From an optimization exercise on the open Yosys and OpenROAD flow, aimed at small area, a short achievable clock period and few clock cycles; shortcuts taken in it are not production practice. In this exercise RTL edits were held to simulation tests only and were not proved equivalent to the original.

the baseline:
## cpu
module cpu (clk, reset, mem_rdata, mem_addr, mem_wr, mem_wdata);
clock: 17.0 ns
lec_check: 0
cap_margin: 60
cell_pad_in_sites_detail_placement: 1
cell_pad_in_sites_global_placement: 2
core_margin: 2
core_utilization: 45
place_density: 0.6
slew_margin: 60
standard.sh (not shown) runs the stock make flow with config.mk's settings and CLKGATE_MAP_FILE= SYNTH_SCRIPT=/design/flow/synth_recipe.tcl, a recipe that flattens the netlist after the stock synthesis.
==> flow/flow/run.sh <==
#!/bin/bash
# The standard layout (standard.sh, unchanged synthesis and steps), with
# ORFS's timing repair asked to leave a setup margin below the 17 ns clock.
# The clock period and the constraints are the design's.
export SETUP_SLACK_MARGIN=12.0
bash standard.sh > standard_flow.log 2>&1
Testbench counts of the baseline, summed over its fixed seeds: cycles 75,195.
Input changes introduced in the candidate (baseline for comparison: the baseline):
--- a/flow/design.v
+++ b/flow/design.v
@@ -6,18 +6,18 @@
 	output wire mem_wr;
 	output wire [31:0] mem_wdata;
 	localparam K_LD = 2'd0, K_SBSH = 2'd1, K_INC = 2'd2, K_EXC = 2'd3;
 	localparam S_IDLE = 2'd0, S_WAIT = 2'd1, S_INC = 2'd2, S_XQ = 2'd3;
 	reg [31:0] fpc, hpc, maddr;
 	reg ft1, ft2, fp1, fp2, fen;
 	reg [3:0] fh1, fh2;    
 	reg [2:0] qn;
-	reg [31:0] q0, q1, q2;
-	reg qp0, qp1, qp2;
+	reg [31:0] q0, q1, q2, q3;
+	reg qp0, qp1, qp2, qp3;
 	reg btb_v;
 	reg [31:0] btb_pc, btb_tgt;
 	reg bus_d, dwr;
 	reg [31:0] daddr, wdata;
 	reg t1_v, t2_v, t3_v;
 	reg [1:0] t1_k, t2_k, t3_k, t1_sz, t2_sz, t3_sz;
 	reg [4:0] t1_wa, t2_wa, t3_wa;
 	reg [31:0] epc;
@@ -171,26 +171,28 @@
 	assign md_start_div = ex_go & x_div & (ex_b != 32'd0);
 	assign ld_data = (t3_sz == 2'd0) ? {24'b0, mem_rdata[7:0]} :
 		(t3_sz == 2'd1) ? {16'b0, mem_rdata[15:0]} : mem_rdata;
 	wire fire = dv & ex_accept & ~d_haz;      
 	wire d_flush = fire & (qp0 ? ~(d_pred | d_j | d_jal) : d_redir);
 	wire [2:0] qn_pop = qn - {2'b0, fire};
 	wire [31:0] q0_n;
 	wire [2:0] occ = qn + {2'b0, ft1} + {2'b0, ft2};
-	wire issue = ~bus_d & fen & ((occ <= 3'd2) | (fire & (occ == 3'd3)));
+	wire issue = ~bus_d & fen & (occ <= 3'd3);
 	wire btb_hit = btb_v & (fpc == btb_pc);
 	assign q0_n = (ft2 && qn_pop == 3'd0) ? mem_rdata : fire ? q1 : q0;
 	always @(posedge clk) begin
 		q0 <= q0_n;
 		q1 <= (ft2 && qn_pop == 3'd1) ? mem_rdata : fire ? q2 : q1;
-		q2 <= (ft2 && qn_pop == 3'd2) ? mem_rdata : q2;
+		q2 <= (ft2 && qn_pop == 3'd2) ? mem_rdata : fire ? q3 : q2;
+		q3 <= (ft2 && qn_pop == 3'd3) ? mem_rdata : q3;
 		qp0 <= (ft2 && qn_pop == 3'd0) ? (fp2 | early_j) : fire ? qp1 : qp0;
 		qp1 <= (ft2 && qn_pop == 3'd1) ? (fp2 | early_j) : fire ? qp2 : qp1;
-		qp2 <= (ft2 && qn_pop == 3'd2) ? (fp2 | early_j) : qp2;
+		qp2 <= (ft2 && qn_pop == 3'd2) ? (fp2 | early_j) : fire ? qp3 : qp2;
+		qp3 <= (ft2 && qn_pop == 3'd3) ? (fp2 | early_j) : qp3;
 	end
 	wire early_j = ft2 & ~fp2 & (mem_rdata[31:27] == 5'b00001);
 	wire [31:0] fpc4 = fpc + 32'd4;
 	reg [31:0] fpc_n;
 	reg flush_q;
 	always @(*) begin
 		fpc_n = fpc;
 		flush_q = 1'b1;
@@ -437,22 +439,24 @@
 	input wire [31:0] a, b;
 	output reg busy;
 	output reg [31:0] hi, lo;
 	reg p_mul, p_nega, p_negb, p_div, p_corr, p_fixq, p_fixr;
 	reg [5:0] cnt;
 	reg [4:0] ext;
 	reg [32:0] m;
 	reg prev, sq, sr;
-	function [2:0] booth;
-		input [2:0] d;
-		booth = {(d == 3'b000) | (d == 3'b111), (d == 3'b011) | (d == 3'b100),
-			d[2] & ~((d == 3'b000) | (d == 3'b111))};
-	endfunction
-	reg z0, w0, n0, z1, w1, n1;
+	wire [2:0] dg0 = {lo[1:0], prev};
+	wire [2:0] dg1 = lo[3:1];
+	wire z0 = (dg0 == 3'b000) | (dg0 == 3'b111);
+	wire w0 = (dg0 == 3'b011) | (dg0 == 3'b100);
+	wire n0 = dg0[2] & ~z0;
+	wire z1 = (dg1 == 3'b000) | (dg1 == 3'b111);
+	wire w1 = (dg1 == 3'b011) | (dg1 == 3'b100);
+	wire n1 = dg1[2] & ~z1;
 	wire [36:0] mm0 = z0 ? 37'd0 : w0 ? {{3{m[32]}}, m, 1'b0} : {{4{m[32]}}, m};
 	wire [36:0] mm1 = z1 ? 37'd0 : w1 ? {{1{m[32]}}, m, 3'b0} : {{2{m[32]}}, m, 2'b0};
 	wire [36:0] pp0 = n0 ? ~mm0 : mm0;
 	wire [36:0] pp1 = n1 ? ~mm1 : mm1;
 	wire [36:0] msum = {ext, hi} + pp0 + pp1 + {35'd0, n0 & n1, n0 ^ n1};
 	wire rneg = ext[1];
 	wire [31:0] nx = p_negb ? m[31:0] : p_fixr ? hi : lo;
 	wire [33:0] dx = p_div ? {ext[0], hi, lo[31]} : p_corr ? {ext[1:0], hi} : 34'd0;
@@ -554,22 +558,13 @@
 			if (p_fixr) begin
 				hi <= ds[31:0];
 				p_fixr <= 1'b0;
 				busy <= 1'b0;
 			end
 		end
 	end
 	always @(posedge clk) begin
-		if (start_mult) begin
-			{z0, w0, n0} <= booth({b[1:0], 1'b0});
-			{z1, w1, n1} <= booth(b[3:1]);
-		end else begin
-			{z0, w0, n0} <= booth(lo[5:3]);
-			{z1, w1, n1} <= booth(lo[7:5]);
-		end
-	end
-	always @(posedge clk) begin
 		if (start_mult) m <= {a[31] & (a[30:0] != 31'd0), a};
 		else if (start_div) m <= {1'b0, b};
 		else if (p_negb) m[31:0] <= ds[31:0];
 	end
 endmodule
==> comparison <==
In the candidate the area of the placeable core turned out 1.1% higher than in the baseline.
Changes observed in the candidate relative to the baseline: cell count essentially unchanged; die area increased 0.0025 mm2; post-route clock period utilization increased 0.41 points; slack of the worst reg-to-reg path decreased 70 ps.
Across both runs, number of gates resized after CTS was lower for the candidate than for the baseline.
The candidate against the baseline: buffer share of cell area shows an increase of 0.33 points; count of clock-buffer cells in the layout climbed 5.
Compared to the baseline, the candidate shows a narrower setup margin.
When the candidate is set beside the baseline, its die width turns out to be 0.54% larger.
The number of diodes added for antenna fixing reported for the candidate is smaller than that of the baseline by 29.
Testbench counts of the candidate, summed over its fixed seeds: cycles 75,027.

[afterwards: timing with drivers on the ports]
The results above use ideal ports. As a check the final layouts listed here were re-extracted and re-timed, cells and wires unchanged.
Step 1 assumes that a clkbuf_16 drives the clock port and a buf_2 every other input.
Step 2, shift: input delay + t, output delay - t, t = (earliest + latest rising clock arrival at the registers) / 2. This alone moves slack from input paths to output paths.
Three values: ideal, step 1, step 2; two values: the first two.
run	t (ns)	setup WS [ns]	clock arrival spread, ns
the baseline	1.000	11.851 / 11.851 / 11.036	0.093 / 0.093
the candidate	0.996	11.782 / 11.782 / 10.968	0.110 / 0.110
After both steps setup and hold are still met in every run listed. For the baseline, which loses most, drivers alone change the setup slack by 0.000 ns; drivers and shift together by -0.815 ns.
